What follows belongs to an exercise in optimizing a design on an open flow for small area; a production flow would make more cautious choices.
At most, simulation tests tie the RTL to the original design; equivalence was not proved.
Only the layout flow was run in runs 1 to 3; the RTL was not checked for function there.
No activity file was given, so power comes from the tool's default toggle rates.

**flow/config.mk**
```make
export PLATFORM = sky130hd
export DESIGN_NAME = ekf_est
export DESIGN_NICKNAME = ekf_est
export VERILOG_FILES = /design/flow/design.v
export SDC_FILE = /design/flow/constraint.sdc
export NUM_CORES = 8
export LEC_CHECK = 0
export ABC_AREA = 1
export CAP_MARGIN = 20
export CORE_MARGIN = 2
export CORE_UTILIZATION = 60
export CTS_BUF_LIST = sky130_fd_sc_hd__clkbuf_2 sky130_fd_sc_hd__clkbuf_4 sky130_fd_sc_hd__clkbuf_8
export PLACE_DENSITY = 0.7
export SLEW_MARGIN = 20
```
**flow/constraint.sdc**
```tcl
create_clock -name core_clock -period 20.0 [get_ports {clk}]
set_input_delay 4.0000 -clock core_clock [delete_from_list [all_inputs] [get_ports {clk}]]
set_output_delay 4.0000 -clock core_clock [all_outputs]
set_load 0.01 [all_outputs]
```
**flow/design.v**
```verilog
`timescale 1ps/1ps
module ekf_est (
    clk,
    n_rst,
    start,
    init,
    mode,
    i_b,
    v_t,
    ready,
    ekf_vrc,
    ekf_soc,
    ekf_done
);
input clk, n_rst;
input start;
input init;
input mode;
input [4:0] i_b;
input [23:0] v_t;
output ready;
output [23:0] ekf_vrc;
output [23:0] ekf_soc;
output ekf_done;
localparam [23:0] TH4_1 = 24'h03645a, TH4_2 = 24'h011d14, TH4_3 = 24'h01fbe7;
localparam [23:0] TH5_1 = 24'h5d2474, TH5_2 = 24'h688659, TH5_3 = 24'h53d3c3;
localparam [23:0] A4_F = 24'h6aff26, A4_S = 24'hadf77e;
localparam [23:0] A42_F = 24'h597b91, A42_S = 24'h348cd8;
localparam [23:0] B1_F = 24'hff463e, B1_S = 24'hf8be67;
localparam [23:0] B2_F = 24'h00b729, B2_S = 24'h0727a3;
localparam [23:0] DT_F = 24'h03ea03, DT_S = 24'h0a5753;
localparam [23:0] QC = 24'h000346;       
localparam [23:0] SOC_CH = 24'h010000, SOC_DIS = 24'h640000;
reg [4:0] ph;
always @(posedge clk or negedge n_rst) begin
    if (!n_rst) ph <= 5'd0;
    else ph <= (ph == 5'd23) ? 5'd0 : ph + 5'd1;
end
localparam [1:0] M_IDLE = 2'd0, M_WAIT = 2'd1, M_RUN = 2'd2, M_DONE = 2'd3;
reg [1:0] md;
reg [5:0] fr;
reg INITF, MODE;
wire accept = (md == M_IDLE) && start;
always @(posedge clk or negedge n_rst) begin
    if (!n_rst) begin
        md <= M_IDLE;
        fr <= 6'd0;
    end else begin
        case (md)
            M_IDLE: begin
                fr <= 6'd0;
                if (start) md <= (ph == 5'd23) ? M_RUN : M_WAIT;
            end
            M_WAIT: begin
                fr <= 6'd0;
                if (ph == 5'd23) md <= M_RUN;
            end
            M_RUN: begin
                if (ph == 5'd23) begin
                    fr <= fr + 6'd1;
                    if (INITF || (fr == 6'd37)) md <= M_DONE;
                end
            end
            default: md <= M_IDLE;
        endcase
    end
end
always @(posedge clk) begin
    if (accept) begin
        INITF <= init;
        MODE <= mode;
    end
end
assign ready = (md == M_IDLE);
assign ekf_done = (md == M_DONE);
wire run = (md == M_RUN);
wire filt = run & ~INITF;
wire ini = run & INITF;
wire [10:0] tt = {fr, ph};
wire [10:0] tf = {filt ? fr : 6'h3f, ph};
function [10:0] T;
    input integer x;
    begin
        T = ((x / 24) << 5) + (x % 24);
    end
endfunction
function tin;
    input [10:0] tv;
    input integer a;
    input integer b;
    integer fa, pa, fb, pb;
    begin
        fa = a / 24; pa = a % 24; fb = b / 24; pb = b % 24;
        if (fa == fb)
            tin = (tv[10:5] == fa) && (tv[4:0] >= pa) && (tv[4:0] <= pb);
        else
            tin = ((tv[10:5] == fa) && (tv[4:0] >= pa)) || ((tv[10:5] > fa) && (tv[10:5] < fb)) ||
                  ((tv[10:5] == fb) && (tv[4:0] <= pb));
    end
endfunction
function tat;
    input [10:0] tv;
    input integer a;
    begin
        tat = (tv[10:5] == a / 24) && (tv[4:0] == a % 24);
    end
endfunction
function cbit;
    input [10:0] tv;
    input [23:0] k;
    input integer off;
    integer i;
    reg r;
    begin
        r = 1'b0;
        for (i = 0; i < 24; i = i + 1)
            if (k[i]) r = r | tat(tv, off + i);
        cbit = r;
    end
endfunction
reg [23:0] XS, XR, P1, P2, P3, P4;      
reg [24:0] VT;
reg [4:0] IBS;
reg FAST;
reg [1:0] BAND;
reg [47:0] D;
reg [23:0] K1, K2;
reg [23:0] ACCA;
reg [24:0] ACCB;
reg [4:0] MSACC;
reg NEGF;
assign ekf_soc = XS;
assign ekf_vrc = XR;
always @(posedge clk) begin
    if (accept) IBS <= (i_b == 5'b10000) ? 5'd0 : i_b;
end
wire [6:0] xsi = XS[22:16];
wire [1:0] band_x = (xsi < 7'h14) ? 2'd0 : ((xsi <= 7'h5f) ? 2'd1 : 2'd2);
wire fast_x = MODE ? (xsi > 7'd70) : (XS[22:21] == 2'b00);
wire t0 = tat(tf, 0);
wire t624 = tat(tf, 624);
wire [1:0] hb = (t0 | t624) ? band_x : BAND;
wire fe = t0 ? fast_x : FAST;
wire [23:0] TH4 = (hb == 2'd0) ? TH4_1 : ((hb == 2'd1) ? TH4_2 : TH4_3);
wire [23:0] A4 = fe ? A4_F : A4_S;
wire [23:0] A42 = FAST ? A42_F : A42_S;
always @(posedge clk) begin
    if (t0) FAST <= fast_x;
    if (t0 | t624) BAND <= band_x;
end
wire K1Z = (K1 == 24'h800000);
wire K2Z = (K2 == 24'h800000);
wire a_k = tin(tf, 576, 600) | tin(tf, 677, 724) | tin(tf, 821, 868);
wire a_neg = tin(tf, 677, 724) | tin(tf, 821, 868);
wire a_a4 = tin(tf, 48, 71);
wire a_a42 = tin(tf, 96, 119);
wire [23:0] ca = a_k ? (K1Z ? 24'd0 : K1) : (a_a4 ? A4 : (a_a42 ? A42 : TH4));
wire a_on = tin(tf, 0, 23) | tin(tf, 48, 71) | tin(tf, 96, 119) | tin(tf, 144, 167) | tin(tf, 192, 215) |
            tin(tf, 360, 383) | tin(tf, 576, 600) | tin(tf, 624, 647) | tin(tf, 677, 724) |
            tin(tf, 768, 791) | tin(tf, 821, 868);
wire a_msb = tat(tf, 23) | tat(tf, 71) | tat(tf, 119) | tat(tf, 167) | tat(tf, 215) | tat(tf, 383) | tat(tf, 600) |
             tat(tf, 647) | tat(tf, 724) | tat(tf, 791) | tat(tf, 868);
wire clra = ~filt | tat(tf, 47) | tat(tf, 95) | tat(tf, 143) | tat(tf, 191) | tat(tf, 359) | tat(tf, 575) |
            tat(tf, 623) | tat(tf, 676) | tat(tf, 767) | tat(tf, 820);
reg sa_raw;
always @(*) begin
    sa_raw = P1[0];
    if (tin(tf, 0, 23)) sa_raw = XS[0];
    else if (tin(tf, 48, 71) | tin(tf, 360, 383)) sa_raw = P3[0];
    else if (tin(tf, 96, 119)) sa_raw = P4[0];
    else if (tin(tf, 576, 600)) sa_raw = VT[0];
    else if (tin(tf, 677, 724) | tin(tf, 821, 868)) sa_raw = D[44];
    else if (tin(tf, 768, 791)) sa_raw = P2[0];
end
reg seen_a;
wire sa = a_on & sa_raw & (~a_msb | seen_a);
wire suba = a_msb ^ a_neg;
wire [24:0] adda = ({25{sa}} & {ca[23], ca}) ^ {25{suba}};
wire [24:0] aina = {ACCA[23], ACCA};
reg [24:0] suma;
reg cya;
integer ia;
always @(*) begin
    cya = suba;
    for (ia = 0; ia < 25; ia = ia + 1) begin
        suma[ia] = aina[ia] ^ adda[ia] ^ cya;
        cya = (aina[ia] & adda[ia]) | (aina[ia] & cya) | (adda[ia] & cya);
    end
end
wire pa = suma[0];
reg par;
always @(posedge clk) begin
    ACCA <= clra ? 24'd0 : suma[24:1];
    seen_a <= clra ? 1'b0 : (seen_a | (a_on & sa_raw & ~a_msb));
    par <= pa;
end
wire divm = tin(tf, 289, 337) | tin(tf, 457, 505);
wire b_k = tin(tf, 580, 604) | tin(tf, 674, 721) | tin(tf, 818, 865);
wire b_neg = tin(tf, 674, 721) | tin(tf, 818, 865);
wire b_th = tin(tf, 146, 194);
wire [23:0] cb = divm ? K2 : (b_k ? (K2Z ? 24'd0 : K2) : (b_th ? TH4 : A4));
wire b_on = tin(tf, 0, 23) | tin(tf, 48, 71) | tin(tf, 146, 194) | tin(tf, 580, 604) | tin(tf, 674, 721) |
            tin(tf, 818, 865);
wire b_msb = tat(tf, 23) | tat(tf, 71) | tat(tf, 194) | tat(tf, 604) | tat(tf, 721) | tat(tf, 865);
wire clrb = ~filt | tat(tf, 47) | tat(tf, 144) | tat(tf, 288) | tat(tf, 456) | tat(tf, 579) | tat(tf, 673) |
            tat(tf, 817);
reg s2, WREG;
reg sb_raw;
always @(*) begin
    sb_raw = D[47];
    if (tin(tf, 0, 23)) sb_raw = P2[0];
    else if (tin(tf, 48, 71)) sb_raw = XR[0];
    else if (tin(tf, 146, 194)) sb_raw = WREG;
    else if (tin(tf, 580, 604)) sb_raw = VT[21];
end
reg seen_b;
wire sb = divm | (b_on & sb_raw & (~b_msb | seen_b));
wire subb = divm ? ~(ACCB[24] ^ K2[23]) : (b_msb ^ b_neg);
wire [24:0] addb = ({25{sb}} & {cb[23], cb}) ^ {25{subb}};
reg [24:0] sumb;
reg cyb;
integer ib;
always @(*) begin
    cyb = subb;
    for (ib = 0; ib < 25; ib = ib + 1) begin
        sumb[ib] = ACCB[ib] ^ addb[ib] ^ cyb;
        cyb = (ACCB[ib] & addb[ib]) | (ACCB[ib] & cyb) | (addb[ib] & cyb);
    end
end
wire pb = sumb[0];
wire kbzero = (K2 == 24'd0);
wire qbit = ~sumb[24] | kbzero;
reg pbr;
always @(posedge clk) begin
    ACCB <= clrb ? 25'd0 : (divm ? {sumb[23:0], D[47]} : {sumb[24], sumb[24:1]});
    seen_b <= clrb ? 1'b0 : (seen_b | (b_on & sb_raw & ~b_msb));
    pbr <= pb;
end
wire ms_bit = FAST ? (cbit(tf, DT_F, 16) | cbit(tf, B2_F, 72) | cbit(tf, B1_F, 113))
                   : (cbit(tf, DT_S, 16) | cbit(tf, B2_S, 72) | cbit(tf, B1_S, 113));
wire subs = tat(tf, 136);
wire clrs = ~filt | tat(tf, 47) | tat(tf, 95) | tat(tf, 143);
wire [5:0] adds = ({6{ms_bit}} & {IBS[4], IBS}) ^ {6{subs}};
wire [5:0] ains = {MSACC[4], MSACC};
reg [5:0] sums;
reg cys;
integer is;
always @(*) begin
    cys = subs;
    for (is = 0; is < 6; is = is + 1) begin
        sums[is] = ains[is] ^ adds[is] ^ cys;
        cys = (ains[is] & adds[is]) | (ains[is] & cys) | (adds[is] & cys);
    end
end
wire ps = sums[0];
always @(posedge clk) MSACC <= clrs ? 5'd0 : sums[5:1];
wire f1_act = filt & ((fr == 6'd7) | (fr == 6'd9) | (fr == 6'd16) | (fr == 6'd27) | (fr == 6'd33));
wire f1_sm = (fr == 6'd27) | (fr == 6'd33);
reg f1_x;
always @(*) begin
    f1_x = P4[0];
    if ((fr == 6'd7) | (fr == 6'd27)) f1_x = P3[0];
    else if (fr == 6'd9) f1_x = P2[0];
end
wire f2_act = filt & (fr == 6'd7);
wire f3_act = filt & (fr == 6'd8);
wire phl = (ph == 5'd23);
reg f1_seen, f1_hold, f2_seen, f2_hold, f3_seen, f3_hold;
wire f1_y = (phl & f1_sm) ? (f1_x & f1_seen) : f1_x;
wire f1_out = f1_act ? (f1_y ^ f1_seen) : f1_hold;
wire f2_y = phl ? (P2[0] & f2_seen) : P2[0];
wire f2_out = f2_act ? (f2_y ^ f2_seen) : f2_hold;
wire f3_out = f3_act ? (P4[0] ^ f3_seen) : f3_hold;
always @(posedge clk) begin
    f1_seen <= f1_act & (f1_seen | f1_x);
    f2_seen <= f2_act & (f2_seen | P2[0]);
    f3_seen <= f3_act & (f3_seen | P4[0]);
    if (f1_act & phl) f1_hold <= f1_out;
    if (f2_act & phl) f2_hold <= f2_out;
    if (f3_act & phl) f3_hold <= f3_out;
end
reg x1, y1, i1, x2, y2, i2, x3, y3, i3, x4, y4, i4;
reg cy1, cy2, cy3, cy4;
wire s1, s3, s4;
reg nseen;
reg parS, hold1, hold2;
wire sk = (tin(tf, 216, 240) | tin(tf, 384, 408) | tin(tf, 648, 672) | tin(tf, 792, 816)) ? s1 : par;
reg sdel;
wire vn_upd = tin(tf, 74, 96);
wire vn_act = vn_upd | tat(tf, 103) | tat(tf, 104);
wire vn_keep = tin(tf, 74, 104);
wire vn_out = s2 ^ nseen;
wire dn_act = tin(tf, 241, 288) | tin(tf, 338, 385) | tin(tf, 409, 456) | tin(tf, 506, 553);
wire dn_out = D[0] ^ (NEGF & nseen);
wire etap = tin(tf, 55, 102) ? D[41] : (tat(tf, 103) ? D[40] : (tat(tf, 104) ? D[39] : 1'b0));
always @(*) begin
    x1 = 1'b0; y1 = 1'b0;
    x2 = 1'b0; y2 = 1'b0; i2 = 1'b0;
    x3 = 1'b0; y3 = 1'b0;
    x4 = 1'b0; y4 = 1'b0; i4 = 1'b0;
    if (tin(tf, 0, 47)) begin x1 = pa; y1 = cbit(tf, BAND == 2'd0 ? TH5_1 : (BAND == 2'd1 ? TH5_2 : TH5_3), 18); end
    else if (tin(tf, 72, 95)) begin x1 = pbr; y1 = ps; end
    else if (tin(tf, 120, 143)) begin x1 = par; y1 = cbit(tf, QC, 120); end
    else if (tin(tf, 145, 193)) begin x1 = tat(tf, 193) ? parS : par; y1 = tin(tf, 168, 193) & f1_out; end
    else if (tin(tf, 216, 240) | tin(tf, 384, 408) | tin(tf, 648, 672) | tin(tf, 792, 816)) begin x1 = par; y1 = f1_out; end
    else if (tin(tf, 600, 623)) begin x1 = pa; y1 = XS[0]; end
    else if (tin(tf, 720, 748)) begin x1 = pa; y1 = tin(tf, 720, 743) ? P1[0] : hold1; end
    else if (tin(tf, 864, 892)) begin x1 = pa; y1 = tin(tf, 864, 887) ? P2[0] : hold1; end
    if (tin(tf, 0, 47)) begin x2 = s1; y2 = ps; i2 = 1'b1; end
    else if (tin(tf, 48, 104)) begin x2 = etap; y2 = pb; i2 = 1'b1; end
    else if (tin(tf, 120, 143)) begin x2 = XS[0]; y2 = ps; end
    else if (tin(tf, 145, 193)) begin x2 = s1; y2 = tin(tf, 168, 193) & f2_out; end
    else if (tin(tf, 600, 628)) begin x2 = pb; y2 = tin(tf, 600, 623) ? XR[0] : hold2; end
    else if (tin(tf, 720, 745)) begin x2 = pb; y2 = tin(tf, 720, 743) ? P3[0] : hold2; end
    else if (tin(tf, 864, 889)) begin x2 = pb; y2 = tin(tf, 864, 887) ? P4[0] : hold2; end
    if (tin(tf, 0, 23)) begin x3 = P1[0]; y3 = cbit(tf, QC, 0); end
    else if (tin(tf, 146, 218)) begin x3 = pb; y3 = cbit(tf, QC, 192); end
    if (tin(tf, 74, 104)) begin x4 = VT[0]; y4 = vn_out; end
    else if (tin(tf, 146, 218)) begin x4 = s3; y4 = tin(tf, 192, 218) & f3_out; i4 = 1'b1; end
end
wire st1 = tat(tf, 0) | tat(tf, 72) | tat(tf, 120) | tat(tf, 145) | tat(tf, 216) | tat(tf, 384) | tat(tf, 600) |
           tat(tf, 648) | tat(tf, 720) | tat(tf, 792) | tat(tf, 864);
wire st2 = tat(tf, 0) | tat(tf, 48) | tat(tf, 120) | tat(tf, 145) | tat(tf, 600) | tat(tf, 720) | tat(tf, 864);
wire st3 = tat(tf, 0) | tat(tf, 146);
wire st4 = tat(tf, 74) | tat(tf, 146);
wire c1 = st1 ? 1'b0 : cy1;
wire c2 = st2 ? i2 : cy2;
wire c3 = st3 ? 1'b0 : cy3;
wire c4 = st4 ? i4 : cy4;
wire y1e = y1, y2e = y2 ^ i2, y3e = y3, y4e = y4 ^ i4;
assign s1 = x1 ^ y1e ^ c1;
always @(*) s2 = x2 ^ y2e ^ c2;
assign s3 = x3 ^ y3e ^ c3;
assign s4 = x4 ^ y4e ^ c4;
wire m1 = (x1 & y1e) | (x1 & c1) | (y1e & c1);
wire m2 = (x2 & y2e) | (x2 & c2) | (y2e & c2);
wire m3 = (x3 & y3e) | (x3 & c3) | (y3e & c3);
wire m4 = (x4 & y4e) | (x4 & c4) | (y4e & c4);
wire act4 = ~tin(tf, 74, 104) | vn_act;
wire xrp_sg = pb ^ ps ^ m1;                  
wire xsp_sg = XS[0] ^ ps ^ m2;               
wire p1p_sg = P1[0] & ~c3;                   
wire xsn_sg = suma[1] ^ XS[0] ^ m1;          
always @(posedge clk) begin
    cy1 <= m1;
    cy2 <= m2;
    cy3 <= m3;
    cy4 <= act4 ? m4 : c4;
    sdel <= sk;
    WREG <= s2;
    if (tat(tf, 192)) parS <= par;
    if (tat(tf, 743) | tat(tf, 887)) hold1 <= y1;
    else if (tat(tf, 748) | tat(tf, 892)) hold1 <= s1;
    if (tat(tf, 623) | tat(tf, 743) | tat(tf, 887)) hold2 <= y2;
    else if (tat(tf, 628) | tat(tf, 745) | tat(tf, 889)) hold2 <= s2;
    if (vn_keep) begin
        if (vn_upd) nseen <= nseen | s2;
    end else if (dn_act) nseen <= nseen | D[0];
    else nseen <= 1'b0;
end
reg wXS, wXR, wP1, wP2, wP3, wP4;
reg dXS, dXR, dP1, dP2, dP3, dP4;
always @(*) begin
    wXS = 1'b0; wXR = 1'b0; wP1 = 1'b0; wP2 = 1'b0; wP3 = 1'b0; wP4 = 1'b0;
    dXS = s2; dXR = s1; dP1 = s1; dP2 = s1; dP3 = s2; dP4 = s2;
    if (ini) begin
        wXS = 1'b1; wXR = 1'b1; wP1 = 1'b1; wP2 = 1'b1; wP3 = 1'b1; wP4 = 1'b1;
        dXS = MODE ? SOC_CH[ph] : SOC_DIS[ph];
        dXR = 1'b0; dP2 = 1'b0; dP3 = 1'b0;
        dP1 = QC[ph]; dP4 = QC[ph];
    end
    if (tin(tf, 120, 143)) begin wXS = 1'b1; dXS = tat(tf, 143) ? xsp_sg : s2; end
    if (tin(tf, 600, 623)) begin wXS = 1'b1; dXS = tat(tf, 623) ? xsn_sg : s1; end
    if (tin(tf, 72, 95)) begin wXR = 1'b1; dXR = tat(tf, 95) ? xrp_sg : s1; end
    if (tin(tf, 600, 622)) begin wXR = 1'b1; dXR = s2; end
    if (tat(tf, 647)) begin wXR = 1'b1; dXR = hold2; end
    if (tin(tf, 0, 23)) begin wP1 = 1'b1; dP1 = tat(tf, 23) ? p1p_sg : s3; end
    if (tin(tf, 720, 742)) begin wP1 = 1'b1; dP1 = s1; end
    if (tat(tf, 767)) begin wP1 = 1'b1; dP1 = hold1; end
    if (tin(tf, 24, 47)) begin wP2 = 1'b1; dP2 = pbr; end
    if (tin(tf, 864, 886)) begin wP2 = 1'b1; dP2 = s1; end
    if (tat(tf, 911)) begin wP2 = 1'b1; dP2 = hold1; end
    if (tin(tf, 72, 95)) begin wP3 = 1'b1; dP3 = par; end
    if (tin(tf, 720, 742)) begin wP3 = 1'b1; dP3 = s2; end
    if (tat(tf, 767)) begin wP3 = 1'b1; dP3 = hold2; end
    if (tin(tf, 120, 143)) begin wP4 = 1'b1; dP4 = s1; end
    if (tin(tf, 864, 886)) begin wP4 = 1'b1; dP4 = s2; end
    if (tat(tf, 911)) begin wP4 = 1'b1; dP4 = hold2; end
end
wire shVT = vn_act | tin(tf, 576, 604);
wire inVT = tin(tf, 576, 604) ? VT[0] : s4;
wire shK1 = tin(tf, 342, 364) | tat(tf, 385);
wire shK2 = tin(tf, 192, 214) | tat(tf, 218) | tin(tf, 507, 529) | tat(tf, 553);
wire inK2 = tin(tf, 192, 218) ? s4 : dn_out;
reg inD;
always @(*) begin
    inD = D[0];
    if (tin(tf, 0, 47)) inD = s2;
    else if (tin(tf, 193, 240) | tin(tf, 361, 408)) inD = (tat(tf, 193) | tat(tf, 361)) ? 1'b0 : ((tat(tf, 240) | tat(tf, 408)) ? sk : sdel);
    else if (tin(tf, 241, 288) | tin(tf, 409, 456)) inD = dn_out;
    else if (tin(tf, 625, 672) | tin(tf, 769, 816)) inD = sk;
end
always @(posedge clk) begin
    XS <= {wXS ? dXS : XS[0], XS[23:1]};
    XR <= {wXR ? dXR : XR[0], XR[23:1]};
    P1 <= {wP1 ? dP1 : P1[0], P1[23:1]};
    P2 <= {wP2 ? dP2 : P2[0], P2[23:1]};
    P3 <= {wP3 ? dP3 : P3[0], P3[23:1]};
    P4 <= {wP4 ? dP4 : P4[0], P4[23:1]};
    if (shK1) K1 <= {dn_out, K1[23:1]};
    if (shK2) K2 <= {inK2, K2[23:1]};
    if (accept) VT <= {v_t[23], v_t};
    else if (shVT) VT <= {inVT, VT[24:1]};
    if (divm) D <= {D[46:0], qbit};
    else D <= {inD, D[47:1]};
    if (tat(tf, 240) | tat(tf, 408)) NEGF <= sk;
    else if (tat(tf, 337) | tat(tf, 505)) NEGF <= NEGF ^ K2[23];
end
endmodule
```
**flow/flow/run.sh**
```bash
#!/bin/bash
# The standard layout, with two changes: the port buffers are the smallest
# buffer cell, and clock tree synthesis adds no dummy loads and uses larger clusters.
set -euo pipefail
export BUFFER_PORTS_ARGS="-buffer_cell sky130_fd_sc_hd__buf_1"
export CTS_ARGS="-sink_clustering_enable -repair_clock_nets -dont_use_dummy_load -sink_clustering_size 15 -sink_clustering_max_diameter 80 -buf_list {sky130_fd_sc_hd__clkbuf_8}"
bash standard.sh > standard_flow.log 2>&1
```
**flow/standard.sh**
```bash
#!/bin/bash
# synth_recipe.tcl (not shown) runs the flow's synth.tcl, then flattens the netlist and writes it again
# the make line also repeats each setting of config.mk as NAME=value (left out here)
make -C /OpenROAD-flow-scripts/flow DESIGN_CONFIG=/design/flow/config.mk WORK_HOME=/design/flow/orfs CLKGATE_MAP_FILE= SYNTH_SCRIPT=/design/flow/synth_recipe.tcl "${@:-finish}"
```
==> results.tsv, run 1 <==
stage	metric	value	unit
yosys	ys async rst share	0.03581	
timing	# setup viols final	0	
setup_path	Crit. End Element	flip-flop	
yosys	Mapped Area	16570	um2
cells_and_area	number of fillers in the final layout	2282	
grt	first-pass GRT wire length	68.57	mm
place	post-detail-place hpwl	33.66	mm
timing	WHS	290.7	ps
cells_and_area	synthesis-to-finish area growth	5.708	%
cells_and_area	Nets	2059	
timing	RSZ-0062 raised after global routing	false	
grt	number of global-route vias before repair	12490	
yosys	Mapped Nets	1988	
die	core area	27030	um2
power_and_ir_drop	share of power burned in registers	0.682	
setup_path	Crit path buffers/inverters	5	
hold_path	Hold Crit Class	reg2reg	
place	Area after DPL	17130	um2
grt	initial antenna violation count	0	
cells_and_area	layout cells sized above 1	0.08965	
grt	largest net degree at the start of global routing	88	
timing	Final min period	13500	ps
cells_and_area	multi-input logic area	7186	um2
cts	clock latency at the later pin of the worst-skew pair	620	ps
power_and_ir_drop	VDD IR max	0.00005525	V
power_and_ir_drop	PnR Total Power	1.096	mW
detailed_routing	Detailed Routing Iterations Pass 1	6	
cts	Clock Root Buffer	clkbuf_8	
timing	Setup Skew	84.50	ps
cells_and_area	diode count	0	
power_and_ir_drop	sw power	0.2222	mW
yosys	Gate Count Post-Synth	1883	
power_and_ir_drop	clock power share	0.315	
setup_path	Critical Path Stages	44	
detailed_routing	Vias	12960	
timing	fin crit share	0.6752	
cts	Post-CTS Setup Inserts	0	
setup_path	critical path launch point type	flip-flop	
detailed_routing	DRT Wirelength	43.86	mm
detailed_routing	Vias/cell	5.652	
die	Boundary Pins	84	
yosys	top_reg_cell synth	dfxtp_1	
cts	post-CTS sizing	0	
detailed_routing	DRC viols	0	
setup_path	Setup CP Type	reg2reg	
cts	H-tree levels	1	
outcome	status	finished clean	
power_and_ir_drop	Gate power share	0.004	
die	starting density of the core	0.6131	
power_and_ir_drop	Pwr per Cell Area	62.57	nW/um2
place	RePlAce Congestion	1.065	
die	Die Footprint	28960	um2
flow_run	max_cap viols	0	
cells_and_area	fin util	0.6481	
die	Rows	60	
power_and_ir_drop	Switching Fraction	0.2028	
yosys	Post-synth EDFFs	88	
setup_path	CP top delay family	adder cells	
grt	GRT overflow	0	
setup_path	R2R Setup Slk	6500	ps
setup_path	R2R depth	44	
die	Die Wd	170.2	um
yosys	Yosys reg bits	363	
cells_and_area	sequential cell area	8213	um2
grt	All-Layer GR Usage	0.3059	
power_and_ir_drop	LEAKAGE	7.132	nW
cts	TritonCTS clock tree	yes	
cells_and_area	Layout Cell Area excl Fill	17520	um2
power_and_ir_drop	internal power	0.8737	mW
cts	Hold Buf Count CTS	0	
hold_path	Worst Hold Depth	0	
detailed_routing	Routed Antenna Nets	0	
timing	Slew @ Worst Pin	1002	ps
setup_path	crit path max fanout	87	
detailed_routing	DR WL/cell	19.13	um
yosys	library cells used by synthesis	70	
timing	pins over their slew limit	0	
cts	Num CTS Buffers	28	
die	Die H	170.2	um
yosys	Syn Area/Cell	8.800	um2
timing	relative slew slack	0.3311	
setup_path	slowest cell on the critical path	dfrtp_1	
cts	CTS Buffer Depth	3	
setup_path	most frequent CP cell	fa_1	
setup_path	CP peak stage delay	430	ps
cts	CTS sink count	363	
timing	Fmax	74.06	MHz
detailed_routing	DR iter-0 viols	1489	
timing	Final Hold Viols	0	
cts	clk slew on worst S/H paths	100	ps
timing	setup TNS	0	ps
yosys	Seq/Total Area, Yosys	0.4957	
setup_path	critical path arrival	14040	ps
setup_path	CP required	20530	ps
yosys	YS warnings	1	
place	input/output buffers	83	
-- synthesized netlist by cell type, drive strengths merged, types with 13 or more instances --
cell type / instances / share of area
clkbuf: 27 / 0.0061
o211ai: 19 / 0.0086
o21ai: 126 / 0.039
dfrtp: 13 / 0.020
nand4: 15 / 0.0057
edfxtp: 88 / 0.16
ha: 15 / 0.011
dfxtp: 262 / 0.32
buf: 23 / 0.0091
nor3: 32 / 0.011
inv: 241 / 0.055
nand2: 462 / 0.11
nand3: 68 / 0.023
xor2: 50 / 0.028
nor2: 190 / 0.051
fa: 56 / 0.068
a21oi: 84 / 0.027
-- kinds of logic (layout without fill, tap and decap cells) --
group / after synthesis / count (layout) / synth area share
flops: 363 / 363 / 0.4957
fa+ha+maj: 71 / 71 / 0.07899
mux: 5 / 5 / 0.003171
compound gates: 295 / 295 / 0.1059
buf+inv: 296 / 365 / 0.07151
xor+xnor: 57 / 57 / 0.03172
simple gates: 796 / 796 / 0.2130
-- layout by cell type (no fill, tap or decap), drive strengths merged, types with 2 or more instances in the layout --
cell and count:
ha 15, clkbuf 28, xnor2 7, edfxtp 88
o21ai 126, inv 241, nor3 32, o221ai 11
dfxtp 262, nand3b 4, a31oi 7, o31ai 6
mux2 2, nand2 462, a21oi 84, a211oi 6
o2111ai 7, o211ai 19, or2 7, a21boi 2
dfrtp 13, a22oi 6, clkinv 5, nand4 15
nand3 68, mux2i 3, fa 56, nor2 190
nor4 11, a211o 2, xor2 50, buf 91
o22ai 9, o41ai 3, a41oi 2, nor3b 4
-- through the flow --
stage / setup slack [ps] / instances
after floorplan: 8047 / 1883
after global placement: 6940 / 2265
after detailed placement: 6596 / 2265
after CTS: 6537 / 2293
after global routing: 5923 / 2293
final: 6497 / 2293
-- per-layer routing --
layer,up-vias,share of wire,GRT usage
li1,6205,-,-
met1,6114,0.43,0.4155
met2,505,0.46,0.4913
met3,135,0.068,0.04744
met4,0,0.046,0.1278
met5,-,0,0
-- path summary, 6_finish.rpt --
check / endpoint / startpoint
min in group asynchronous: md[1]$_DFFE_PN0P_ / n_rst
max reg2reg: ACCB[23]$_SDFF_PP0_ / md[0]$_DFFE_PN0P_
min reg2reg: P4[1]$_DFF_P_ / P4[2]$_DFF_P_
max in group asynchronous: ph[2]$_DFF_PN0_ / n_rst
min: P4[1]$_DFF_P_ / P4[2]$_DFF_P_
max: ACCB[23]$_SDFF_PP0_ / md[0]$_DFFE_PN0P_
-- power by group through the flow --
stage	clock, mW	sequential, mW	combinational [mW]
after global placement	0	0.764	0.00398
after floorplan	0	0.764	0.000963
after global routing	0.377	0.747	0.00456
final	0.345	0.747	0.00389
after detailed placement	0	0.764	0.00401
after CTS	0.353	0.747	0.00402
-- layout make-up --
type / count / area share
flip-flops and latches: 363 / 0.4689
multi-input cells: 1224 / 0.4102
inverters: 246 / 0.05329
well taps: 341 / 0.02436
clock buffers: 28 / 0.02200
repair buffers: 91 / 0.02122
-- flip-flops by register name (all words and copies together), names as in the netlist, 2 cells and up --
register,flops
K2,24
BAND,2
IBS,5
XS,24
K1,24
D,48
P4,24
XR,24
ph,5
md,2
P2,24
fr,6
VT,25
MSACC,5
P1,24
P3,24
ACCB,25
ACCA,24
==> run 2, diff against run 1 <==
--- a/flow/design.v
+++ b/flow/design.v
@@ -44,21 +44,27 @@
 always @(posedge clk or negedge n_rst) begin
     if (!n_rst) begin
         md <= M_IDLE;
-        fr <= 6'd0;
+        fr <= 6'd63;
     end else begin
         case (md)
             M_IDLE: begin
-                fr <= 6'd0;
-                if (start) md <= (ph == 5'd23) ? M_RUN : M_WAIT;
+                if (start) begin
+                    md <= (ph == 5'd23) ? M_RUN : M_WAIT;
+                    if (ph == 5'd23) fr <= init ? 6'd62 : 6'd0;
+                end
             end
             M_WAIT: begin
-                fr <= 6'd0;
-                if (ph == 5'd23) md <= M_RUN;
+                if (ph == 5'd23) begin
+                    md <= M_RUN;
+                    fr <= INITF ? 6'd62 : 6'd0;
+                end
             end
             M_RUN: begin
                 if (ph == 5'd23) begin
-                    fr <= fr + 6'd1;
-                    if (INITF || (fr == 6'd37)) md <= M_DONE;
+                    if ((fr == 6'd62) || (fr == 6'd37)) begin
+                        md <= M_DONE;
+                        fr <= 6'd63;
+                    end else fr <= fr + 6'd1;
                 end
             end
             default: md <= M_IDLE;
@@ -73,11 +79,9 @@
 end
 assign ready = (md == M_IDLE);
 assign ekf_done = (md == M_DONE);
-wire run = (md == M_RUN);
-wire filt = run & ~INITF;
-wire ini = run & INITF;
-wire [10:0] tt = {fr, ph};
-wire [10:0] tf = {filt ? fr : 6'h3f, ph};
+wire ini = (fr == 6'd62);
+wire filt = ~fr[5] | ~fr[4] | ~fr[3] | ~fr[2] | ~fr[1];
+wire [10:0] tf = {fr, ph};
 function [10:0] T;
     input integer x;
     begin
==> flow/flow/run.sh (replaced) <==
#!/bin/bash
# The standard layout, with three changes: the port buffers are the smallest
# buffer cell, clock tree synthesis adds no dummy loads and uses larger clusters,
# and after placement sizing the resizer recovers area on paths with slack.
set -euo pipefail
export BUFFER_PORTS_ARGS="-buffer_cell sky130_fd_sc_hd__buf_1"
export CTS_ARGS="-sink_clustering_enable -repair_clock_nets -dont_use_dummy_load -sink_clustering_size 15 -sink_clustering_max_diameter 80 -buf_list {sky130_fd_sc_hd__clkbuf_8}"
export POST_RESIZE_TCL="$PWD/flow/recover.tcl"
bash standard.sh > standard_flow.log 2>&1
==> flow/flow/recover.tcl (new file) <==
# After placement sizing: with the large setup slack, let the resizer shrink
# cells on paths that have slack to spare (area recovery).
estimate_parasitics -placement
repair_timing -recover_power 100 -verbose
==> results.tsv, run 2 <==
stage	metric	value	unit	change
outcome	status	finished clean		
cells_and_area	Non-Filler Instances	2303		+0.44%
power_and_ir_drop	share of power burned in registers	0.355		-0.327
cells_and_area	layout cells sized above 1	0.06014		-0.02951
die	Die H	169.8	um	-0.24%
place	post-detail-place hpwl	32.30	mm	-4.0%
cells_and_area	Nets	2070		+0.53%
detailed_routing	Routed Antenna Nets	0		unchanged
setup_path	crit path from	ph[1]$_DFF_PN0_		
power_and_ir_drop	Switching Fraction	0.4409		+0.2381
place	placed cells	2273		+0.35%
flow_run	max_cap viols	0		unchanged
timing	Final min period	13980	ps	+471.9 ps
cells_and_area	most frequent cells in the layout	458 x nand2_1, 262 x dfxtp_1, 234 x inv_1, 158 x nor2_1, 128 x o21ai_0		
detailed_routing	DRC viols	0		unchanged
cts	clk slew on worst S/H paths	100	ps	about the same
grt	largest net degree at the start of global routing	82		-6.8%
detailed_routing	DR iter-0 viols	1429		-4.0%
grt	number of global-route vias before repair	12780		+2.3%
place	RePlAce Congestion	0.9892		-7.1%
cts	clock latency at the later pin of the worst-skew pair	630	ps	about the same
yosys	ys async rst share	0.03581		unchanged
timing	Final Hold Viols	0		unchanged
setup_path	R2R depth	39		-11%
cts	Post-CTS Setup Inserts	0		unchanged
yosys	most common cell in the netlist	nand2_1		
place	input/output buffers	83		unchanged
cells_and_area	most common cell after layout, fill and taps aside	nand2_1		
timing	Setup Skew	83.39	ps	-1.119 ps
setup_path	Setup CP Type	reg2reg		
timing	setup TNS	0	ps	unchanged
setup_path	slowest cell on the critical path	nor2_1		
power_and_ir_drop	clock power share	0.104		-0.211
power_and_ir_drop	VDD IR max	0.0001055	V	+91%
detailed_routing	DR WL/cell	18.62	um	-2.7%
yosys	Mapped Nets	1997		+0.45%
hold_path	HP Start	XS[14]$_DFF_P_		
hold_path	Worst Hold Depth	0		unchanged
yosys	Mapped Area	16490	um2	-0.50%
die	core area	26950	um2	-0.28%
timing	# setup viols final	0		unchanged
power_and_ir_drop	internal power	1.860	mW	+110%
cts	CTS sink count	363		unchanged
yosys	Post-synth EDFFs	88		unchanged
detailed_routing	Vias/cell	5.685		+0.59%
die	Rows	60		unchanged
cells_and_area	number of fillers in the final layout	2290		+0.35%
hold_path	Hold Crit Class	reg2reg		
timing	relative slew slack	0.2876		-0.04348
detailed_routing	DRT Wirelength	42.88	mm	-2.2%
power_and_ir_drop	sw power	1.466	mW	+560%
yosys	Gate Count Post-Synth	1891		+0.42%
yosys	library cells used by synthesis	71		+1.4%
cells_and_area	biggest regs	D x48, ACCB x25, VT x25		
setup_path	CP required	20490	ps	-40 ps
detailed_routing	Detailed Routing Iterations Pass 1	6		unchanged
timing	RSZ-0062 raised after global routing	false		
timing	fin crit share	0.6988		+0.02359
yosys	Yosys reg bits	363		unchanged
detailed_routing	met1 WL	18.40	mm	-1.9%
cts	TritonCTS clock tree	yes		
power_and_ir_drop	LEAKAGE	7.595	nW	+6.5%
cells_and_area	max reg flops	48		unchanged
detailed_routing	Met2 Routed Length	19.32	mm	-3.9%
yosys	Post-synth top cells	455 x nand2_1, 262 x dfxtp_1, 231 x inv_1, 154 x nor2_1, 124 x o21ai_0		
die	starting density of the core	0.6117		-0.001356
die	Die Footprint	28820	um2	-0.49%
setup_path	CP peak stage delay	830	ps	+400 ps
yosys	YS warnings	1		unchanged
yosys	top_reg_cell synth	dfxtp_1		
die	Die Wd	169.8	um	-0.24%
timing	Fmax	71.56	MHz	-3.4%
detailed_routing	Vias	13090		+1.0%
setup_path	critical path launch point type	flip-flop		
timing	pins over their slew limit	0		unchanged
cts	Hold Buf Count CTS	0		unchanged
timing	Slew @ Worst Pin	1065	ps	+62.39 ps
yosys	Syn Area/Cell	8.719	um2	-0.92%
setup_path	Crit. End Element	flip-flop		
cts	H-tree levels	1		unchanged
detailed_routing	met3 wire length	3.465	mm	+17%
setup_path	most frequent CP cell	fa_1		
cts	Clock Root Buffer	clkbuf_8		
cells_and_area	synthesis-to-finish area growth	5.821	%	
power_and_ir_drop	Pwr per Cell Area	190.6	nW/um2	+200%
cts	CTS Buffer Depth	3		unchanged
die	Boundary Pins	84		unchanged
yosys	Seq/Total Area, Yosys	0.4986		+0.002938
cells_and_area	Top reg by flops	D		
grt	first-pass GRT wire length	68.41	mm	-0.23%
yosys	post-synth top area cell	dfxtp_1		
cts	Num CTS Buffers	28		unchanged
cells_and_area	diode count	0		unchanged
grt	GRT overflow	0		unchanged
cts	post-CTS sizing	0		unchanged
setup_path	reg2reg start	ph[1]$_DFF_PN0_		
yosys	top-area cell type share of the netlist area	0.3181		+0.001585
detailed_routing	max layer used	met4		
setup_path	critical path arrival	14460	ps	+420 ps
yosys	largest cells by area after synthesis	dfxtp_1 32%, edfxtp_1 16%, nand2_1 10%, fa_1 6.8%, inv_1 5.3%		
setup_path	crit path max fanout	18		-79%
grt	All-Layer GR Usage	0.3022		-0.003746
grt	initial antenna violation count	0		unchanged
power_and_ir_drop	Gate power share	0.541		+0.537
==> run 2: worst paths after layout <==
path	to	slack (ps)
max	ACCA[22]$_SDFF_PP0_	6020
min	XS[13]$_DFF_P_	280
max reg2reg	ACCA[22]$_SDFF_PP0_	6020
min reg2reg	XS[13]$_DFF_P_	280
max in group asynchronous	ph[3]$_DFF_PN0_	16070
min in group asynchronous	md[1]$_DFFE_PN0P_	3460
==> run 2: cells by family (layout without fill, tap and decap cells) <==
kind of cell	count (synthesis)	after routing	share of synthesized area
flops	363	363	0.4986
compound gates	311	311	0.1136
fa+ha+maj	72	72	0.08014
simple gates	773	773	0.1996
buf+inv	311	382	0.07460
xor+xnor	59	59	0.03225
mux	2	2	0.001214
==> run 2: area by class of cell <==
class,count,area [um2],share of cell area
repair buffers,94,426.7,0.02445
well taps,341,426.7,0.02445
flip-flops and latches,363,8220,0.4712
inverters,260,977.2,0.05601
multi-input cells,1217,7010,0.4018
clock buffers,28,385.4,0.02209
==> run 2: metal layers <==
layer | vias to the layer above | global-route usage
li1 | 6219 | -
met1 | 6180 | 0.4193
met2 | 590 | 0.4852
met3 | 103 | 0.04478
met4 | 0 | 0.1100
met5 | - | 0
==> run 2: per-stage QoR <==
step	setup WS (ps)	hold WS, ps	power (mW)	utilization	area (um2)
global placement	7168	311.3	2.890	0.6327	17050
floorplan	7893	309.6	2.509	-	16490
finish	6025	280.1	3.326	0.6474	17450
detailed placement	3567	312.1	2.972	0.6305	16990
CTS	3498	276.0	3.321	0.6448	17380
global route	5395	292.0	3.637	0.6474	17450
==> run 2: power by group through the flow <==
stage	logic, mW	clock network (mW)	registers, mW
CTS	1.78	0.353	1.19
global route	2.05	0.378	1.21
global placement	1.70	0	1.19
finish	1.80	0.346	1.18
detailed placement	1.77	0	1.20
floorplan	1.35	0	1.16
==> run 2: critical path: cells and delay by family (launching register included) <==
| kind | cells | cell delay (ps) |
|---|---|---|
| adder cells (fa/ha/maj) | 24 | 9360 |
| AND/OR/NAND/NOR | 8 | 1920 |
| buffers and inverters | 4 | 1430 |
| flip-flops | 1 | 500 |
| AO/OA/AOI/OAI | 2 | 410 |
| XOR/XNOR | 1 | 220 |
==> run 3, diff against run 2 <==
--- a/flow/design.v
+++ b/flow/design.v
@@ -159,43 +159,47 @@
 wire a_a4 = tin(tf, 48, 71);
 wire a_a42 = tin(tf, 96, 119);
 wire [23:0] ca = a_k ? (K1Z ? 24'd0 : K1) : (a_a4 ? A4 : (a_a42 ? A42 : TH4));
-wire a_on = tin(tf, 0, 23) | tin(tf, 48, 71) | tin(tf, 96, 119) | tin(tf, 144, 167) | tin(tf, 192, 215) |
-            tin(tf, 360, 383) | tin(tf, 576, 600) | tin(tf, 624, 647) | tin(tf, 677, 724) |
-            tin(tf, 768, 791) | tin(tf, 821, 868);
-wire a_msb = tat(tf, 23) | tat(tf, 71) | tat(tf, 119) | tat(tf, 167) | tat(tf, 215) | tat(tf, 383) | tat(tf, 600) |
-             tat(tf, 647) | tat(tf, 724) | tat(tf, 791) | tat(tf, 868);
+wire a_on = tin(tf, 0, 22) | tin(tf, 48, 70) | tin(tf, 96, 118) | tin(tf, 144, 166) | tin(tf, 192, 214) |
+            tin(tf, 360, 382) | tin(tf, 576, 599) | tin(tf, 624, 646) | tin(tf, 677, 723) |
+            tin(tf, 768, 790) | tin(tf, 821, 867);
+wire a_first = tat(tf, 0) | tat(tf, 48) | tat(tf, 96) | tat(tf, 144) | tat(tf, 192) | tat(tf, 360) |
+               tat(tf, 576) | tat(tf, 624) | tat(tf, 677) | tat(tf, 768) | tat(tf, 821);
 wire clra = ~filt | tat(tf, 47) | tat(tf, 95) | tat(tf, 143) | tat(tf, 191) | tat(tf, 359) | tat(tf, 575) |
             tat(tf, 623) | tat(tf, 676) | tat(tf, 767) | tat(tf, 820);
-reg sa_raw;
+reg sa_raw, sa_sg;
 always @(*) begin
-    sa_raw = P1[0];
-    if (tin(tf, 0, 23)) sa_raw = XS[0];
-    else if (tin(tf, 48, 71) | tin(tf, 360, 383)) sa_raw = P3[0];
-    else if (tin(tf, 96, 119)) sa_raw = P4[0];
-    else if (tin(tf, 576, 600)) sa_raw = VT[0];
-    else if (tin(tf, 677, 724) | tin(tf, 821, 868)) sa_raw = D[44];
-    else if (tin(tf, 768, 791)) sa_raw = P2[0];
-end
-reg seen_a;
-wire sa = a_on & sa_raw & (~a_msb | seen_a);
-wire suba = a_msb ^ a_neg;
-wire [24:0] adda = ({25{sa}} & {ca[23], ca}) ^ {25{suba}};
+    sa_raw = P1[0]; sa_sg = P1[23];
+    if (tin(tf, 0, 23)) begin sa_raw = XS[0]; sa_sg = XS[23]; end
+    else if (tin(tf, 48, 71) | tin(tf, 360, 383)) begin sa_raw = P3[0]; sa_sg = P3[23]; end
+    else if (tin(tf, 96, 119)) begin sa_raw = P4[0]; sa_sg = P4[23]; end
+    else if (tin(tf, 576, 600)) begin sa_raw = VT[0]; sa_sg = VT[24]; end
+    else if (tin(tf, 677, 724) | tin(tf, 821, 868)) begin sa_raw = D[44]; sa_sg = D[43]; end
+    else if (tin(tf, 768, 791)) begin sa_raw = P2[0]; sa_sg = P2[23]; end
+end
+reg seen_a, sgn_a, neg_a, pseen_a;
+wire sa = a_on & (sa_raw ^ (sgn_a & seen_a & ~a_first));
+wire [24:0] adda = {25{sa}} & {ca[23], ca};
 wire [24:0] aina = {ACCA[23], ACCA};
 reg [24:0] suma;
 reg cya;
 integer ia;
 always @(*) begin
-    cya = suba;
+    cya = 1'b0;
     for (ia = 0; ia < 25; ia = ia + 1) begin
         suma[ia] = aina[ia] ^ adda[ia] ^ cya;
         cya = (aina[ia] & adda[ia]) | (aina[ia] & cya) | (adda[ia] & cya);
     end
 end
-wire pa = suma[0];
+wire psg_a = sgn_a ^ neg_a;
+wire pseen = pseen_a & ~a_first;
+wire pa = suma[0] ^ (psg_a & pseen);
+wire pa48 = suma[1] ^ (psg_a & (pseen | suma[0]));    
 reg par;
 always @(posedge clk) begin
     ACCA <= clra ? 24'd0 : suma[24:1];
-    seen_a <= clra ? 1'b0 : (seen_a | (a_on & sa_raw & ~a_msb));
+    seen_a <= (seen_a & ~a_first) | (a_on & sa_raw);
+    pseen_a <= pseen | suma[0];
+    if (a_first) begin sgn_a <= sa_sg; neg_a <= a_neg; end
     par <= pa;
 end
 wire divm = tin(tf, 289, 337) | tin(tf, 457, 505);
@@ -344,7 +348,7 @@
 wire xrp_sg = pb ^ ps ^ m1;                  
 wire xsp_sg = XS[0] ^ ps ^ m2;               
 wire p1p_sg = P1[0] & ~c3;                   
-wire xsn_sg = suma[1] ^ XS[0] ^ m1;          
+wire xsn_sg = pa48 ^ XS[0] ^ m1;          
 always @(posedge clk) begin
     cy1 <= m1;
     cy2 <= m2;
==> results.tsv, run 3 <==
stage	metric	value	unit	change
setup_path	crit path max fanout	23		+5
outcome	status	finished clean		
detailed_routing	DRC viols	0		unchanged
cells_and_area	Top reg by flops	D		
place	worst slack, placed	4246	ps	+679.0 ps
power_and_ir_drop	VDD IR max	0.00004755	V	-55%
grt	first-pass GRT wire length	69.67	mm	+1.8%
hold_path	Hold Crit Class	reg2reg		
die	Die H	169.8	um	about the same
yosys	library cells used by synthesis	62		-13%
power_and_ir_drop	LEAKAGE	7.688	nW	+1.2%
detailed_routing	Vias	13270		+1.3%
grt	initial antenna violation count	0		unchanged
grt	GRT overflow	0		unchanged
yosys	Post-synth EDFFs	90		+2.3%
setup_path	crit path from	ph[2]$_DFF_PN0_		
yosys	XOR/XNOR share of the synthesized area	0.02125		-0.01101
setup_path	CP top delay family	adder cells		
detailed_routing	DR iter-0 viols	1341		-6.2%
power_and_ir_drop	sw power	0.2254	mW	-85%
detailed_routing	DR WL/cell	19.13	um	+2.7%
power_and_ir_drop	clock power share	0.317		+0.213
cells_and_area	biggest regs	D x48, ACCB x25, VT x25		
die	core area	26950	um2	unchanged
yosys	most common cell in the netlist	nand2_1		
cts	post-CTS sizing	0		unchanged
yosys	top_reg_cell synth	dfxtp_1		
timing	Slew @ Worst Pin	1092	ps	+26.98 ps
yosys	fraction of the mapped netlist area in simple logic gates	0.2048		+0.005221
setup_path	critical path arrival	15280	ps	+820 ps
setup_path	Crit path buffers/inverters	5		+1
cts	CTS sink count	366		+0.83%
flow_run	max_cap viols	0		unchanged
yosys	YS warnings	1		unchanged
cells_and_area	max reg flops	48		unchanged
yosys	Mapped Area	16490	um2	about the same
yosys	Synth Area in Adders	0.08089		+0.0007528
grt	number of global-route vias before repair	12810		+0.31%
place	input/output buffers	83		unchanged
yosys	top-area cell type share of the netlist area	0.3193		+0.001190
die	starting density of the core	0.6118		about the same
place	placed cells	2288		+0.66%
place	post-detail-place hpwl	33.80	mm	+4.7%
power_and_ir_drop	Pwr per Cell Area	63.81	nW/um2	-67%
setup_path	Crit. End Element	flip-flop		
die	Die Wd	169.8	um	about the same
timing	Fmax	67.61	MHz	-5.5%
cells_and_area	Nets	2085		+0.72%
cells_and_area	Non-Filler Instances	2318		+0.65%
grt	All-Layer GR Usage	0.3106		+0.008458
yosys	compound-gate portion of the synthesized area	0.1142		+0.0005985
yosys	largest cells by area after synthesis	dfxtp_1 32%, edfxtp_1 16%, nand2_1 9.7%, fa_1 6.8%, inv_1 5.1%		
setup_path	critical path launch point type	flip-flop		
cells_and_area	most frequent cells in the layout	429 x nand2_1, 263 x dfxtp_1, 231 x inv_1, 212 x nor2_1, 140 x o21ai_0		
cts	clock latency at the later pin of the worst-skew pair	630	ps	about the same
die	Boundary Pins	84		unchanged
cells_and_area	synthesis-to-finish area growth	5.464	%	
setup_path	most frequent CP cell	fa_1		
yosys	Seq/Total Area, Yosys	0.5034		+0.004819
yosys	Mapped Nets	2016		+0.95%
yosys	multiplexer area fraction after synthesis	0.0006071		-0.0006072
setup_path	CP peak stage delay	970	ps	+140 ps
timing	Final WS setup	5210	ps	-814.5 ps
die	Rows	60		unchanged
yosys	main combinational cell family by area after synthesis	simple AND/OR/NAND/NOR gates		
timing	setup TNS	0	ps	unchanged
grt	largest net degree at the start of global routing	80		-2.4%
yosys	ys async rst share	0.03552		-0.0002935
cells_and_area	most common cell after layout, fill and taps aside	nand2_1		
cts	Num CTS Buffers	29		+3.6%
timing	relative slew slack	0.2702		-0.01741
power_and_ir_drop	Gate power share	0.004		-0.537
cells_and_area	number of fillers in the final layout	2325		+1.5%
timing	WHS	280.9	ps	+0.8030 ps
timing	Setup Skew	93.87	ps	+10.48 ps
detailed_routing	Detailed Routing Iterations Pass 1	8		+2
die	Die Footprint	28820	um2	about the same
cts	Hold Buf Count CTS	0		unchanged
setup_path	reg2reg start	ph[2]$_DFF_PN0_		
cts	Post-CTS Setup Inserts	0		unchanged
setup_path	Setup CP Type	reg2reg		
detailed_routing	Vias/cell	5.723		+0.67%
cells_and_area	layout cells sized above 1	0.05213		-0.008017
setup_path	CP required	20490	ps	about the same
timing	Final min period	14790	ps	+814.5 ps
detailed_routing	DRT Wirelength	44.34	mm	+3.4%
detailed_routing	Routed Antenna Nets	0		unchanged
yosys	Gate Count Post-Synth	1909		+0.95%
timing	pins over their slew limit	0		unchanged
yosys	post-synth top area cell	dfxtp_1		
timing	# setup viols final	0		unchanged
timing	fin crit share	0.7395		+0.04073
hold_path	HP Start	P2[4]$_DFF_P_		
cts	H-tree levels	1		unchanged
place	RePlAce Congestion	1.069		+8.1%
cts	TritonCTS clock tree	yes		
yosys	Syn Area/Cell	8.637	um2	-0.94%
cts	clk slew on worst S/H paths	110	ps	about the same
yosys	Post-synth top cells	425 x nand2_1, 263 x dfxtp_1, 226 x inv_1, 209 x nor2_1, 138 x o21ai_0		
timing	Final Hold Viols	0		unchanged
power_and_ir_drop	Switching Fraction	0.2031		-0.2378
yosys	Yosys reg bits	366		+0.83%
cts	Clock Root Buffer	clkbuf_8		
power_and_ir_drop	internal power	0.8842	mW	-52%
timing	RSZ-0062 raised after global routing	false		
setup_path	slowest cell on the critical path	nand3_1		
power_and_ir_drop	share of power burned in registers	0.679		+0.324
cts	CTS Buffer Depth	3		unchanged
run 3: power by group through the flow:
stage | logic (mW) | registers [mW] | clock network (mW)
5_1_grt | 0.00438 | 0.754 | 0.386
6_report | 0.00391 | 0.754 | 0.352
2_1_floorplan | 0.000794 | 0.771 | 0
3_5_place_dp | 0.00400 | 0.771 | 0
3_3_place_gp | 0.00400 | 0.771 | 0
4_1_cts | 0.00401 | 0.754 | 0.359
run 3: kinds of logic after synthesis:
family | count (synthesis)
fa+ha+maj | 73
flops | 366
buf+inv | 304
xor+xnor | 40
compound gates | 327
simple gates | 798
mux | 1
run 3: layout make-up:
class	count	area [um2]	share of cell area
Antenna cell	1	2.502	0.0001439
Clock buffer	29	399.1	0.02295
Inverter	251	953.4	0.05483
Multi-Input combinational cell	1239	6943	0.3993
Sequential cell	366	8300	0.4773
Tap cell	341	426.7	0.02454
Timing Repair Buffer	91	364.1	0.02094
run 3: stage by stage:
stage	total power, mW	instance area (um2)	util
CTS	1.117	17360	0.6441
floorplan	0.7717	16490	-
detailed placement	0.7749	16960	0.6293
global placement	0.7749	17040	0.6322
global route	1.144	17390	0.6451
finish	1.110	17390	0.6452
run 3: path summary, 6_finish.rpt:
path,endpoint,slack [ps],cells after the start
setup / recovery,D[0]$_DFF_P_,5210,43
hold / removal,P2[3]$_DFF_P_,280,0
setup reg to reg,D[0]$_DFF_P_,5210,43
hold reg to reg,P2[3]$_DFF_P_,280,0
max in group asynchronous,ph[2]$_DFF_PN0_,16010,1
min in group asynchronous,ph[1]$_DFF_PN0_,3480,1
run 3: layer usage:
| metal | vias to the layer above | GRT usage | share of wire |
|---|---|---|---|
| met5 | - | 0 | 0 |
| met4 | 0 | 0.1204 | 0.044 |
| met3 | 113 | 0.03335 | 0.071 |
| met2 | 621 | 0.5155 | 0.47 |
| met1 | 6268 | 0.4217 | 0.42 |
| li1 | 6264 | - | - |
==> run 4, diff against run 3 <==
--- a/flow/design.v
+++ b/flow/design.v
@@ -44,34 +44,20 @@
 always @(posedge clk or negedge n_rst) begin
     if (!n_rst) begin
         md <= M_IDLE;
-        fr <= 6'd63;
     end else begin
         case (md)
-            M_IDLE: begin
-                if (start) begin
-                    md <= (ph == 5'd23) ? M_RUN : M_WAIT;
-                    if (ph == 5'd23) fr <= init ? 6'd62 : 6'd0;
-                end
-            end
-            M_WAIT: begin
-                if (ph == 5'd23) begin
-                    md <= M_RUN;
-                    fr <= INITF ? 6'd62 : 6'd0;
-                end
-            end
-            M_RUN: begin
-                if (ph == 5'd23) begin
-                    if ((fr == 6'd62) || (fr == 6'd37)) begin
-                        md <= M_DONE;
-                        fr <= 6'd63;
-                    end else fr <= fr + 6'd1;
-                end
-            end
+            M_IDLE: if (start) md <= (ph == 5'd23) ? M_RUN : M_WAIT;
+            M_WAIT: if (ph == 5'd23) md <= M_RUN;
+            M_RUN: if ((ph == 5'd23) && (INITF || (fr == 6'd37))) md <= M_DONE;
             default: md <= M_IDLE;
         endcase
     end
 end
 always @(posedge clk) begin
+    if (md != M_RUN) fr <= 6'd0;
+    else if (ph == 5'd23) fr <= fr + 6'd1;
+end
+always @(posedge clk) begin
     if (accept) begin
         INITF <= init;
         MODE <= mode;
@@ -79,9 +65,11 @@
 end
 assign ready = (md == M_IDLE);
 assign ekf_done = (md == M_DONE);
-wire ini = (fr == 6'd62);
-wire filt = ~fr[5] | ~fr[4] | ~fr[3] | ~fr[2] | ~fr[1];
-wire [10:0] tf = {fr, ph};
+wire run = (md == M_RUN);
+wire filt = run & ~INITF;
+wire ini = run & INITF;
+wire [10:0] tt = {fr, ph};
+wire [10:0] tf = {filt ? fr : 6'h3f, ph};
 function [10:0] T;
     input integer x;
     begin
--- a/flow/config.mk
+++ b/flow/config.mk
@@ -10,5 +10,6 @@
 export CORE_MARGIN = 2
 export CORE_UTILIZATION = 60
 export CTS_BUF_LIST = sky130_fd_sc_hd__clkbuf_2 sky130_fd_sc_hd__clkbuf_4 sky130_fd_sc_hd__clkbuf_8
+export GPL_ROUTABILITY_DRIVEN = 0
 export PLACE_DENSITY = 0.7
 export SLEW_MARGIN = 20
==> results.tsv, run 4 <==
stage	metric	value	unit	change
outcome	status	finished clean		
yosys	Mapped Nets	1976		-2.0%
setup_path	CP peak stage delay	740	ps	-230 ps
yosys	Gate Count Post-Synth	1871		-2.0%
grt	initial antenna violation count	0		unchanged
yosys	library cells used by synthesis	72		+16%
yosys	Post-synth EDFFs	90		unchanged
setup_path	critical path launch point type	flip-flop		
cells_and_area	Top reg by flops	D		
grt	GRT overflow	0		unchanged
yosys	post-synth top area cell	dfxtp_1		
setup_path	worst r2r dst	ACCB[24]$_SDFF_PP0_		
timing	Final WS setup	5231	ps	+20.40 ps
setup_path	R2R depth	41		-4.7%
cells_and_area	most common cell after layout, fill and taps aside	nand2_1		
cts	Hold Buf Count CTS	0		unchanged
flow_run	max_cap viols	0		unchanged
detailed_routing	Detailed Routing Iterations Pass 1	7		-1
place	placed cells	2251		-1.6%
detailed_routing	Vias	12890		-2.8%
yosys	most common cell in the netlist	nand2_1		
die	Die H	169.5	um	-0.16%
setup_path	Setup CP Type	reg2reg		
cts	TritonCTS clock tree	yes		
setup_path	crit path from	md[0]$_DFFE_PN0P_		
detailed_routing	DR iter-0 viols	1504		+12%
yosys	Mapped Area	16430	um2	-0.34%
timing	RSZ-0062 raised after global routing	false		
power_and_ir_drop	PnR Total Power	1.101	mW	-0.78%
timing	pins over their slew limit	0		unchanged
setup_path	critical path arrival	15200	ps	-80 ps
setup_path	most frequent CP cell	fa_1		
cts	clock latency at the later pin of the worst-skew pair	580	ps	-50 ps
die	Rows	60		unchanged
setup_path	Critical Path End	ACCB[24]$_SDFF_PP0_		
grt	largest net degree at the start of global routing	83		+3.8%
grt	number of global-route vias before repair	12250		-4.4%
die	Die Footprint	28730	um2	-0.33%
timing	fin crit share	0.7385		-0.001020
timing	setup TNS	0	ps	unchanged
yosys	YS warnings	1		unchanged
timing	Fmax	67.71	MHz	+0.14%
place	Area after DPL	16880	um2	-0.45%
power_and_ir_drop	Pwr per Cell Area	63.70	nW/um2	-0.18%
detailed_routing	Vias/cell	5.654		-1.2%
detailed_routing	DRC viols	0		unchanged
timing	# setup viols final	0		unchanged
cts	Post-CTS Setup Inserts	0		unchanged
setup_path	slowest cell on the critical path	nor2_1		
die	Boundary Pins	84		unchanged
cts	CTS Buffer Depth	3		unchanged
die	starting density of the core	0.6097		-0.002089
cells_and_area	synthesis-to-finish area growth	5.193	%	
setup_path	Crit. End Element	flip-flop		
yosys	top_reg_cell synth	dfxtp_1		
cells_and_area	Nets	2045		-1.9%
timing	Setup Skew	41.05	ps	-52.82 ps
cts	clk slew on worst S/H paths	90	ps	-20 ps
timing	Slew @ Worst Pin	1050	ps	-41.41 ps
timing	relative slew slack	0.2981		+0.02795
cells_and_area	max reg flops	48		unchanged
yosys	ys async rst share	0.01913		-0.01639
cts	H-tree levels	1		unchanged
cells_and_area	most frequent cells in the layout	382 x nand2_1, 269 x dfxtp_1, 223 x inv_1, 188 x nor2_1, 142 x o21ai_0		
yosys	Syn Area/Cell	8.782	um2	+1.7%
timing	WHS	287.7	ps	+6.827 ps
cells_and_area	fin util	0.6414		-0.003853
die	Die Wd	169.5	um	-0.16%
cts	Clock Root Buffer	clkbuf_8		
detailed_routing	DR WL/cell	17.35	um	-9.3%
place	input/output buffers	83		unchanged
yosys	largest cells by area after synthesis	dfxtp_1 33%, edfxtp_1 16%, nand2_1 8.6%, fa_1 6.8%, inv_1 5.0%		
place	post-detail-place hpwl	29.50	mm	-13%
yosys	Yosys reg bits	366		unchanged
grt	All-Layer GR Usage	0.2780		-0.03265
setup_path	CP required	20430	ps	-60 ps
timing	Final Hold Viols	0		unchanged
detailed_routing	Routed Antenna Nets	0		unchanged
grt	first-pass GRT wire length	63.76	mm	-8.5%
cts	CTS sink count	366		unchanged
cts	post-CTS sizing	0		unchanged
power_and_ir_drop	LEAKAGE	7.276	nW	-5.3%
timing	Final min period	14770	ps	-20.40 ps
die	core area	26950	um2	unchanged
setup_path	R2R Setup Slk	5230	ps	+20 ps
cells_and_area	Non-Filler Instances	2280		-1.6%
yosys	top-area cell type share of the netlist area	0.3277		+0.008404
yosys	Seq/Total Area, Yosys	0.5029		-0.0005594
cells_and_area	biggest regs	D x48, ACCB x25, VT x25		
cts	Num CTS Buffers	28		-3.4%
setup_path	crit path max fanout	15		-35%
cells_and_area	layout cells sized above 1	0.06089		+0.008762
power_and_ir_drop	VDD IR max	0.00007593	V	+60%
setup_path	reg2reg start	md[0]$_DFFE_PN0P_		
detailed_routing	DRT Wirelength	39.56	mm	-11%
yosys	Post-synth top cells	378 x nand2_1, 269 x dfxtp_1, 220 x inv_1, 184 x nor2_1, 138 x o21ai_0		
cells_and_area	Layout Cell Area excl Fill	17290	um2	-0.60%
place	worst slack, placed	3103	ps	-1142 ps
hold_path	Hold Crit Class	reg2reg		
[run 4: cell types whose count changed after synthesis, moves of 6 or more]
cell and change:
buf_4 +7, inv_2 +9, o211ai_1 +6, dfstp_2 -6, o21ai_1 +8, dfxtp_1 +6
nand3_2 +7, inv_1 -6, nor2_1 -25, nand4_1 +8, nand2_1 -47
[run 4: cells by family (layout without fill, tap and decap cells)]
family | after synthesis | after routing | share of synthesized area
and+or+nand+nor | 759 | 759 | 0.2048
DFF | 366 | 366 | 0.5029
AOI/OAI and AO/OA | 330 | 330 | 0.1170
buffers and inverters | 305 | 372 | 0.07394
adders and majority gates | 71 | 71 | 0.07965
xor gates and xnor gates | 37 | 37 | 0.01972
muxes | 3 | 3 | 0.001980
other | 0 | 1 | 0
[run 4: how the worst min path moves through the flow]
stage | startpoint | to | depth (start not counted) | slack [ps]
5_1_grt | P1[9]$_DFF_P_ | P1[8]$_DFF_P_ | 0 | 290
2_1_floorplan | P1[1]$_DFF_P_ | P1[0]$_DFF_P_ | 0 | 310
3_3_place_gp | P2[1]$_DFF_P_ | P2[0]$_DFF_P_ | 0 | 310
4_1_cts | P1[9]$_DFF_P_ | P1[8]$_DFF_P_ | 0 | 290
3_5_place_dp | P2[14]$_DFF_P_ | P2[13]$_DFF_P_ | 0 | 310
6_report | P1[9]$_DFF_P_ | P1[8]$_DFF_P_ | 0 | 290
[run 4: cell type report]
| cell class | count | area [um2] |
|---|---|---|
| fillers | 2348 | 9666 |
| flip-flops and latches | 366 | 8263 |
| inverters | 251 | 949.7 |
| multi-input cells | 1200 | 6877 |
| diodes | 1 | 2.502 |
| repair buffers | 93 | 381.6 |
| well taps | 341 | 426.7 |
| clock buffers | 28 | 385.4 |
[run 4: per-layer routing]
layer	up-vias	global-route usage	share of wire
li1	6204	-	-
met1	5958	0.3926	0.43
met2	580	0.4122	0.43
met3	146	0.06600	0.089
met4	4	0.1119	0.049
met5	-	0.02957	0.0026
[run 4: worst max-delay path: cells and delay by family, from the launching register on]
family,cells,cell delay [ps]
simple gates,8,2960
buf+inv,2,220
xor+xnor,2,370
flops,1,410
compound gates,5,1080
fa+ha+maj,24,9540
[run 4: report_power, final]
part	leakage [nW]	total, mW	internal (mW)	switching (mW)
clock	0.201	0.344	0.125	0.219
combinational	3.85	0.00372	0.00172	0.00199
sequential	3.23	0.754	0.754	0
total	7.28	1.10	0.880	0.221

==> static timing again, ports no longer ideal <==
The results above use ideal ports. As a check the final layouts listed here were re-extracted and re-timed, cells and wires unchanged.
Step 1, drivers: a clkbuf_16 drives clk and a buf_2 each remaining input, both assumed.
Step 2 times the ports against the registers' clock, not the clock port: input delays grow and output delays shrink by t, the midpoint of the rising clock arrivals with the driver on.
a / b / c = no drivers / after step 1 / after step 2; a / b = the first two.
run	t, ns	slack for setup (ns)	hold WS [ns]	slew at the worst register clock pin (ns)	cell pins on the clock port's net
run 1	0.627	6.497 / 6.497 / 6.497	0.291 / 0.291 / 0.291	0.12 / 0.12	1
run 2	0.635	6.025 / 6.025 / 6.025	0.280 / 0.280 / 0.280	0.11 / 0.11	1
run 3	0.632	5.210 / 5.210 / 5.210	0.281 / 0.281 / 0.281	0.11 / 0.11	1
run 4	0.617	5.231 / 5.231 / 5.231	0.288 / 0.288 / 0.288	0.10 / 0.10	1
After both steps setup and hold are still met in every run listed.
